Context: an optimization exercise on an open-source flow, tuned for small area. The choices shown serve that exercise and are no tape-out recipe.
Function was checked by simulation only, so behaviour that the tests miss may differ from the original.
Power is estimated from default activity; no workload was simulated.

==> inputs of wip/zinc <==
Design Final, start of the top module:
module Final(CLK,rst,keyRows,keyCols,display8,bitchoose);
input CLK;
input rst;
input[3:0] keyRows;
output[3:0] keyCols;
output[7:0] display8;
output[3:0] bitchoose;
reg [7:0] c1;
wire en1 = &c1;
always @(posedge CLK)
	if (rst) c1 <= 8'd130;
	else c1 <= (c1 + 8'd1) | {5'b0, {3{en1}}};
reg [6:0] c2;
wire en2 = &c2;
always @(posedge CLK)
	if (rst) c2 <= 7'd76;
	else c2 <= (c2 + 7'd1) | {2'b0, en2, en2, en2, 1'b0, en2};
reg [1:0] ks;
wire B = |keyRows;
always @(posedge CLK)
	if (rst) ks <= 2'b00;
	else if (en1 && !B) ks <= {ks[0], ~ks[1]};
assign keyCols = {~ks[1]&~ks[0], ~ks[1]&ks[0], ks[1]&ks[0], ks[1]&~ks[0]};
reg p, A;
always @(posedge CLK)
	if (rst) begin p <= 1'b0; A <= 1'b0; end
	else if (en1) begin p <= B; A <= B & p; end
wire r3 = keyRows==4'b1000, r2 = keyRows==4'b0100, r1 = keyRows==4'b0010, r0 = keyRows==4'b0001;
wire c3 = keyCols[3], cc2 = keyCols[2], cc1 = keyCols[1], c0 = keyCols[0];
wire kStart  = A & cc2 & r0;
wire kReset  = A & cc1 & r0;
wire kTiming = A & c0 & r0;
wire kDigit  = A & (r3|r2|r1|(r0&c3)) & ~c0;
reg [3:0] dig;
always @(*)
	case ({ks, keyRows})
		6'b00_1000: dig = 4'd1;
		6'b01_1000: dig = 4'd2;
		6'b11_1000: dig = 4'd3;
		6'b00_0100: dig = 4'd4;
		6'b01_0100: dig = 4'd5;
		6'b11_0100: dig = 4'd6;
		6'b00_0010: dig = 4'd7;
		6'b01_0010: dig = 4'd8;
		6'b11_0010: dig = 4'd9;
		default:    dig = 4'd0;
	endcase
wire kAny = kStart | kReset | kTiming | kDigit;
localparam S0 = 3'd0, S1 = 3'd1, S2 = 3'd2, S3 = 3'd3, S4 = 3'd4;
reg [2:0] st;
reg judge;
reg [8:0] M;       
reg [5:0] a;       
reg [1:0] Lh;      
reg [3:0] Ll;      
wire [3:0] mu = {dig[2:0], 1'b0} - (dig >= 4'd5 ? 4'd10 : 4'd0);
wire [2:0] mt = {1'b0, Ll[0], 1'b0} + (dig >= 4'd5);
  ...
==> module Final, before the edit <==
module Final(CLK,rst,keyRows,keyCols,display8,bitchoose);
input CLK;
input rst;
input[3:0] keyRows;
output[3:0] keyCols;
output[7:0] display8;
output[3:0] bitchoose;
reg [7:0] c1;
wire en1 = &c1;
always @(posedge CLK)
	if (rst) c1 <= 8'd130;
	else c1 <= (c1 + 8'd1) | {5'b0, {3{en1}}};
reg [6:0] c2;
wire en2 = &c2;
always @(posedge CLK)
	if (rst) c2 <= 7'd76;
	else c2 <= (c2 + 7'd1) | {2'b0, en2, en2, en2, 1'b0, en2};
reg [1:0] ks;
wire B = |keyRows;
always @(posedge CLK)
	if (rst) ks <= 2'b00;
	else if (en1 && !B) ks <= {ks[0], ~ks[1]};
assign keyCols = {~ks[1]&~ks[0], ~ks[1]&ks[0], ks[1]&ks[0], ks[1]&~ks[0]};
reg p, A;
always @(posedge CLK)
	if (rst) begin p <= 1'b0; A <= 1'b0; end
	else if (en1) begin p <= B; A <= B & p; end
wire r3 = keyRows==4'b1000, r2 = keyRows==4'b0100, r1 = keyRows==4'b0010, r0 = keyRows==4'b0001;
wire c3 = keyCols[3], cc2 = keyCols[2], cc1 = keyCols[1], c0 = keyCols[0];
wire kStart  = A & cc2 & r0;
wire kReset  = A & cc1 & r0;
wire kTiming = A & c0 & r0;
wire kDigit  = A & (r3|r2|r1|(r0&c3)) & ~c0;
reg [3:0] dig;
always @(*)
	case ({ks, keyRows})
		6'b00_1000: dig = 4'd1;
		6'b01_1000: dig = 4'd2;
		6'b11_1000: dig = 4'd3;
		6'b00_0100: dig = 4'd4;
		6'b01_0100: dig = 4'd5;
		6'b11_0100: dig = 4'd6;
		6'b00_0010: dig = 4'd7;
		6'b01_0010: dig = 4'd8;
		6'b11_0010: dig = 4'd9;
		default:    dig = 4'd0;
	endcase
wire kAny = kStart | kReset | kTiming | kDigit;
localparam S0 = 3'd0, S1 = 3'd1, S2 = 3'd2, S3 = 3'd3, S4 = 3'd4;
reg [2:0] st;
reg judge;
reg [8:0] M;       
reg [5:0] a;       
reg [1:0] Lh;      
reg [3:0] Ll;      
wire [3:0] mu = {dig[2:0], 1'b0} - (dig >= 4'd5 ? 4'd10 : 4'd0);
wire [2:0] mt = {1'b0, Ll[0], 1'b0} + (dig >= 4'd5);
wire [2:0] mt0 = {2'b0, dig >= 4'd5};
wire mnz = |M[6:0];
wire [3:0] du = (M[3:0] == 4'd0) ? 4'd9 : M[3:0] - 4'd1;
wire [2:0] dt = (M[3:0] == 4'd0) ? M[6:4] - 3'd1 : M[6:4];
wire bend = (M == 9'd500);
always @(posedge CLK)
	if (rst) begin
		st <= S2; judge <= 1'b1; M <= 9'd0; a <= 6'd0;
	end else if (en1) begin
		case (st)
		S0: begin
			if (!kAny) begin
				if (bend) begin M <= 9'd0; st <= S2; end
				else M <= M + 9'd1;
			end else if (kDigit) begin
				st <= S1; judge <= 1'b0; Lh <= 2'd0; Ll <= dig; M <= {2'b0, mt0, mu};
			end else if (kTiming) begin
				st <= S3; M <= 9'd0;
			end else begin
				st <= S0; M <= 9'd0; Lh <= 2'd0; Ll <= 4'd0;
			end
		end
		S1: begin
			if (!kAny) judge <= 1'b1;
			else if (!judge) a <= 6'd0;
			else if (kDigit) begin
				judge <= 1'b0;
				if (Ll[3:1] != 3'd0) begin
					st <= S4; M <= 9'd0; Lh <= 2'd2; Ll <= 4'd0;
				end else begin
					Lh <= {1'b0, Ll[0]}; Ll <= dig; M <= {2'b0, mt, mu};
				end
			end else if (kTiming) st <= S3;
			else begin
				st <= S0; M <= 9'd0; Lh <= 2'd0; Ll <= 4'd0;
			end
		end
		S2: begin
			if (kStart) begin
				st <= S0; M <= 9'd0; Lh <= 2'd0; Ll <= 4'd0;
			end
		end
		S3: begin
			if (!kAny) begin
				if (mnz) begin
					if (a == 6'd50) begin a <= 6'd0; M <= {2'b0, dt, du}; end
					else a <= a + 6'd1;
				end else st <= S0;
			end
		end
		default: begin  
			if (!kAny) begin
				judge <= 1'b1;
				if (bend) begin M <= 9'd0; st <= S2; end
				else M <= M + 9'd1;
			end else if (!judge) begin
				a <= 6'd0; M <= 9'd0;
			end else if (kDigit) M <= 9'd0;
			else if (kTiming) begin
				st <= S3; M <= {2'b0, 3'd4, 4'd0};
			end else begin
				st <= S0; M <= 9'd0; Lh <= 2'd0; Ll <= 4'd0;
			end
		end
		endcase
	end
reg [1:0] ds;
always @(posedge CLK)
	if (rst) ds <= 2'b00;
	else if (en2) ds <= {ds[0], ~ds[1]};
assign bitchoose = {ds[1]&~ds[0], ds[1]&ds[0], ~ds[1]&ds[0], ~ds[1]&~ds[0]};
reg [3:0] code;
always @(*)
	if (st == S2) code = 4'd15;
	else if (st == S0) code = 4'd0;
	else if (st == S4) code = (ds == 2'b11) ? 4'd4 : (ds == 2'b00) ? 4'd2 : 4'd0;
	else case (ds)
		2'b00: code = {2'b0, Lh};
		2'b01: code = Ll;
		2'b11: code = {1'b0, M[6:4]};
		default: code = M[3:0];
	endcase
reg [7:0] seg;
always @(*)
	case (code)
		4'd0: seg = 8'b11000000;
		4'd1: seg = 8'b11111001;
		4'd2: seg = 8'b10100100;
		4'd3: seg = 8'b10110000;
		4'd4: seg = 8'b10011001;
		4'd5: seg = 8'b10010010;
		4'd6: seg = 8'b10000010;
		4'd7: seg = 8'b11111000;
		4'd8: seg = 8'b10000000;
		4'd9: seg = 8'b10011000;
		default: seg = 8'b11111111;
	endcase
assign display8 = seg;
endmodule
export LEC_CHECK = 0
export CAP_MARGIN = 20
export CORE_MARGIN = 2
export CORE_UTILIZATION = 40
export SLEW_MARGIN = 20
create_clock -name core_clock -period 10.0 [get_ports {CLK}]
run.sh (not shown) runs the stock make flow with config.mk's settings and CLKGATE_MAP_FILE= SYNTH_SCRIPT=/design/flow/synth_recipe.tcl, a recipe that flattens the netlist after the stock synthesis.
==> wip/umber: changes against wip/zinc <==
==> flow/design.v (replaced) <==
module Final(CLK,rst,keyRows,keyCols,display8,bitchoose);
input CLK;
input rst;
input[3:0] keyRows;
output[3:0] keyCols;
output[7:0] display8;
output[3:0] bitchoose;
reg [7:0] c1;
wire en1 = (~c1[1] & ~c1[2] & ~c1[3] & ~c1[4] & ~c1[5] & ~c1[6] & ~c1[7]);
always @(posedge CLK)
	if (rst) c1 <= 8'd176;
	else c1 <= {c1[6:0], c1[7] ^ c1[0] ^ (c1[1] & c1[3])};
reg [6:0] c2;
wire en2 = (~c2[1] & ~c2[2] & ~c2[4] & ~c2[5] & ~c2[6]);
always @(posedge CLK)
	if (rst) c2 <= 7'd95;
	else c2 <= {c2[5:0], c2[6] ^ (c2[0] & c2[3])};
reg [1:0] ks;
wire B = |keyRows;
always @(posedge CLK)
	if (rst) ks <= 2'b00;
	else if (en1 && !B) ks <= {ks[0], ~ks[1]};
assign keyCols = {~ks[1]&~ks[0], ~ks[1]&ks[0], ks[1]&ks[0], ks[1]&~ks[0]};
reg p, A;
always @(posedge CLK)
	if (rst) begin p <= 1'b0; A <= 1'b0; end
	else if (en1) begin p <= B; A <= B & p; end
wire r3 = keyRows==4'b1000, r2 = keyRows==4'b0100, r1 = keyRows==4'b0010, r0 = keyRows==4'b0001;
wire kStart  = A & keyCols[2] & r0;
wire kReset  = A & keyCols[1] & r0;
wire kTiming = A & keyCols[0] & r0;
wire kDigit  = A & (r3|r2|r1|(r0&keyCols[3])) & ~keyCols[0];
wire kSR = kStart | kReset;
wire kAny = kSR | kTiming | kDigit;
reg [3:0] dig;
always @(*)
	case ({ks, keyRows})
		6'b00_1000: dig = 4'd1;
		6'b01_1000: dig = 4'd2;
		6'b11_1000: dig = 4'd3;
		6'b00_0100: dig = 4'd4;
		6'b01_0100: dig = 4'd5;
		6'b11_0100: dig = 4'd6;
		6'b00_0010: dig = 4'd7;
		6'b01_0010: dig = 4'd8;
		6'b11_0010: dig = 4'd9;
		default:    dig = 4'd0;
	endcase
wire ge5 = (dig >= 4'd5);
wire [3:0] mu = {dig[2:0], 1'b0} - (ge5 ? 4'd10 : 4'd0);
localparam S0 = 3'd0, S1 = 3'd1, S2 = 3'd2, S3 = 3'd3, S4 = 3'd4;
reg [2:0] st;
reg judge;         
reg [8:0] M;       
reg [5:0] a;       
reg [1:0] Lh;      
reg [3:0] Ll;      
wire isS0 = st == S0, isS1 = st == S1, isS2 = st == S2, isS3 = st == S3, isS4 = st == S4;
wire bend = (M[0] & M[1] & ~M[2] & ~M[3] & ~M[4] & ~M[5] & M[6] & ~M[7] & ~M[8]);
wire aend = (a[0] & a[1] & a[2] & a[5]);
wire [8:0] bstep = {M[7:0], ~(M[8] ^ M[4])};
wire [5:0] astep = {a[4:0], ~(a[5] ^ a[0])};
wire mnz = |M[6:0];
wire [3:0] du = (M[3:0] == 4'd0) ? 4'd9 : M[3:0] - 4'd1;
wire [2:0] dt = (M[3:0] == 4'd0) ? M[6:4] - 3'd1 : M[6:4];
wire lp = isS1 & Ll[0];
always @(posedge CLK)
	if (rst) begin
		st <= S2; a <= 6'd0;
	end else if (en1) begin
		case (st)
		S0: begin
			if (!kAny) begin
				if (bend) st <= S2;
				M <= bstep;
			end else if (kDigit) begin
				st <= S1; judge <= 1'b0; Lh <= 2'd0; Ll <= dig; M <= {2'b0, 2'b0, ge5, mu};
			end else if (kTiming) begin
				st <= S3; M <= 9'd0;
			end else begin
				M <= 9'd0; Lh <= 2'd0; Ll <= 4'd0;
			end
		end
		S1: begin
			if (!kAny) judge <= 1'b1;
			else if (!judge) a <= 6'd0;
			else if (kDigit) begin
				judge <= 1'b0;
				if (Ll[3:1] != 3'd0) begin
					st <= S4; M <= 9'd0; Lh <= 2'd2; Ll <= 4'd0;
				end else begin
					Lh <= {1'b0, Ll[0]}; Ll <= dig; M <= {2'b0, 1'b0, Ll[0], ge5, mu};
				end
			end else if (kTiming) st <= S3;
			else begin
				st <= S0; M <= 9'd0; Lh <= 2'd0; Ll <= 4'd0;
			end
		end
		S2: begin
			if (kStart) begin
				st <= S0; M <= 9'd0; Lh <= 2'd0; Ll <= 4'd0;
			end
		end
		S3: begin
			if (!kAny) begin
				if (mnz) begin
					if (aend) begin a <= 6'd0; M <= {2'b0, dt, du}; end
					else a <= astep;
				end else st <= S0;
			end
		end
		default: begin  
			if (!kAny) begin
				judge <= 1'b1;
				if (bend) st <= S2;
				M <= bstep;
			end else if (!judge) begin
				a <= 6'd0; M <= 9'd0;
			end else if (kDigit) M <= 9'd0;
			else if (kTiming) begin
				st <= S3; M <= {2'b0, 3'd4, 4'd0};
			end else begin
				st <= S0; M <= 9'd0; Lh <= 2'd0; Ll <= 4'd0;
			end
		end
		endcase
	end
reg [1:0] ds;
always @(posedge CLK)
	if (rst) ds <= 2'b00;
	else if (en2) ds <= {ds[0], ~ds[1]};
assign bitchoose = {ds[1]&~ds[0], ds[1]&ds[0], ~ds[1]&ds[0], ~ds[1]&~ds[0]};
wire [3:0] dsel = ds[1] ? (ds[0] ? {1'b0, M[6:4]} : M[3:0]) : (ds[0] ? Ll : {2'b0, Lh});
wire [3:0] code = isS0 ? 4'd0 : (isS4 & ds[1]) ? {1'b0, ds[0], 2'b0} : dsel;
reg [7:0] seg;
always @(*)
	case (code)
		4'd0: seg = 8'b11000000;
		4'd1: seg = 8'b11111001;
		4'd2: seg = 8'b10100100;
		4'd3: seg = 8'b10110000;
		4'd4: seg = 8'b10011001;
		4'd5: seg = 8'b10010010;
		4'd6: seg = 8'b10000010;
		4'd7: seg = 8'b11111000;
		4'd8: seg = 8'b10000000;
		4'd9: seg = 8'b10011000;
		default: seg = 8'b11111111;
	endcase
assign display8 = seg | {8{isS2}};
endmodule
--- a/flow/config.mk
+++ b/flow/config.mk
@@ -6,6 +6,7 @@
 export NUM_CORES = 4
 export LEC_CHECK = 0
+export ABC_AREA = 1
 export CAP_MARGIN = 20
 export CORE_MARGIN = 2
-export CORE_UTILIZATION = 40
+export CORE_UTILIZATION = 60
 export SLEW_MARGIN = 20
==> qor summary <==
Result of the run: wip/umber complete, no violations; wip/zinc complete, no violations
Count of cell instances traversed by the critical path: wip/umber 13; wip/zinc 7
Worst max-slew margin expressed relative to the limit: wip/umber 37.3%; wip/zinc 39.3%
Worst setup skew after layout: wip/umber 0.0108 ns; wip/zinc 0.0145 ns
Internal: wip/umber 0.251 mW; wip/zinc 0.263 mW
Clock transition at the registers of the reported paths: wip/umber 0.08 ns; wip/zinc 0.10 ns
Seq pwr: wip/umber 0.197 mW; wip/zinc 0.192 mW
Commonest non-fill, non-tap cell in the layout: wip/umber nand2_1; wip/zinc dfxtp_1
Hpwl dp: wip/umber 5.17 mm; wip/zinc 6.33 mm
Post-synthesis cell type count: wip/umber 41; wip/zinc 74
XOR/XNOR Fraction of Synth Area: wip/umber 1.21%; wip/zinc 3.52%
Multi-input gate share of total cell area: wip/umber 47.0%; wip/zinc 59.6%
Start point of the critical path: wip/umber st[2]$_SDFFE_PP0P_; wip/zinc ds[0]$_SDFFE_PP0P_
Power per unit of standard cell area: wip/umber 99.9 nW/µm²; wip/zinc 92.7 nW/µm²
Number of signal-net buffers in the layout: wip/umber 20; wip/zinc 23
Avg Inst Size Synth: wip/umber 6.91 µm²; wip/zinc 8.12 µm²
Drt wl/cell: wip/umber 13.4 µm; wip/zinc 16.0 µm
Clock share of power: wip/umber 34.0%; wip/zinc 38.4%
Post-Layout Cell Count: wip/umber 496; wip/zinc 538
Placed instance count: wip/umber 488; wip/zinc 529
Synthesis-to-finish area growth: wip/umber 10.9%; wip/zinc 7.18%

-- afterwards: timing with drivers on the ports --
In the flow no input, the clock included, has a driving cell. The finished layouts below were timed again as built, in two steps. Step 1 (the two cells are an assumption about what drives the block):
set clk [get_ports {CLK}]
set_driving_cell -lib_cell sky130_fd_sc_hd__clkbuf_16 $clk
set_driving_cell -lib_cell sky130_fd_sc_hd__buf_2 [delete_from_list [all_inputs] $clk]
Step 2, shift: input delay + t, output delay - t, t = (earliest + latest rising clock arrival at the registers) / 2. This alone moves slack from input paths to output paths. Three values: ideal, step 1, step 2; two values: the first two.
run | t, ns | setup slack, ns | hold slack, ns | clock arrival spread, ns | pins driven straight from the clock port
wip/zinc | 0.328 | 4.953 / 4.924 / 4.922 | 0.476 / 0.476 / 0.476 | 0.015 / 0.014 | 1
wip/umber | 0.324 | 4.944 / 4.917 / 5.240 | 0.421 / 0.421 / 0.421 | 0.010 / 0.011 | 1
After both steps every run listed still meets setup and hold. For wip/zinc, which loses most, drivers alone change the setup slack by -0.029 ns; drivers and shift together by -0.031 ns.
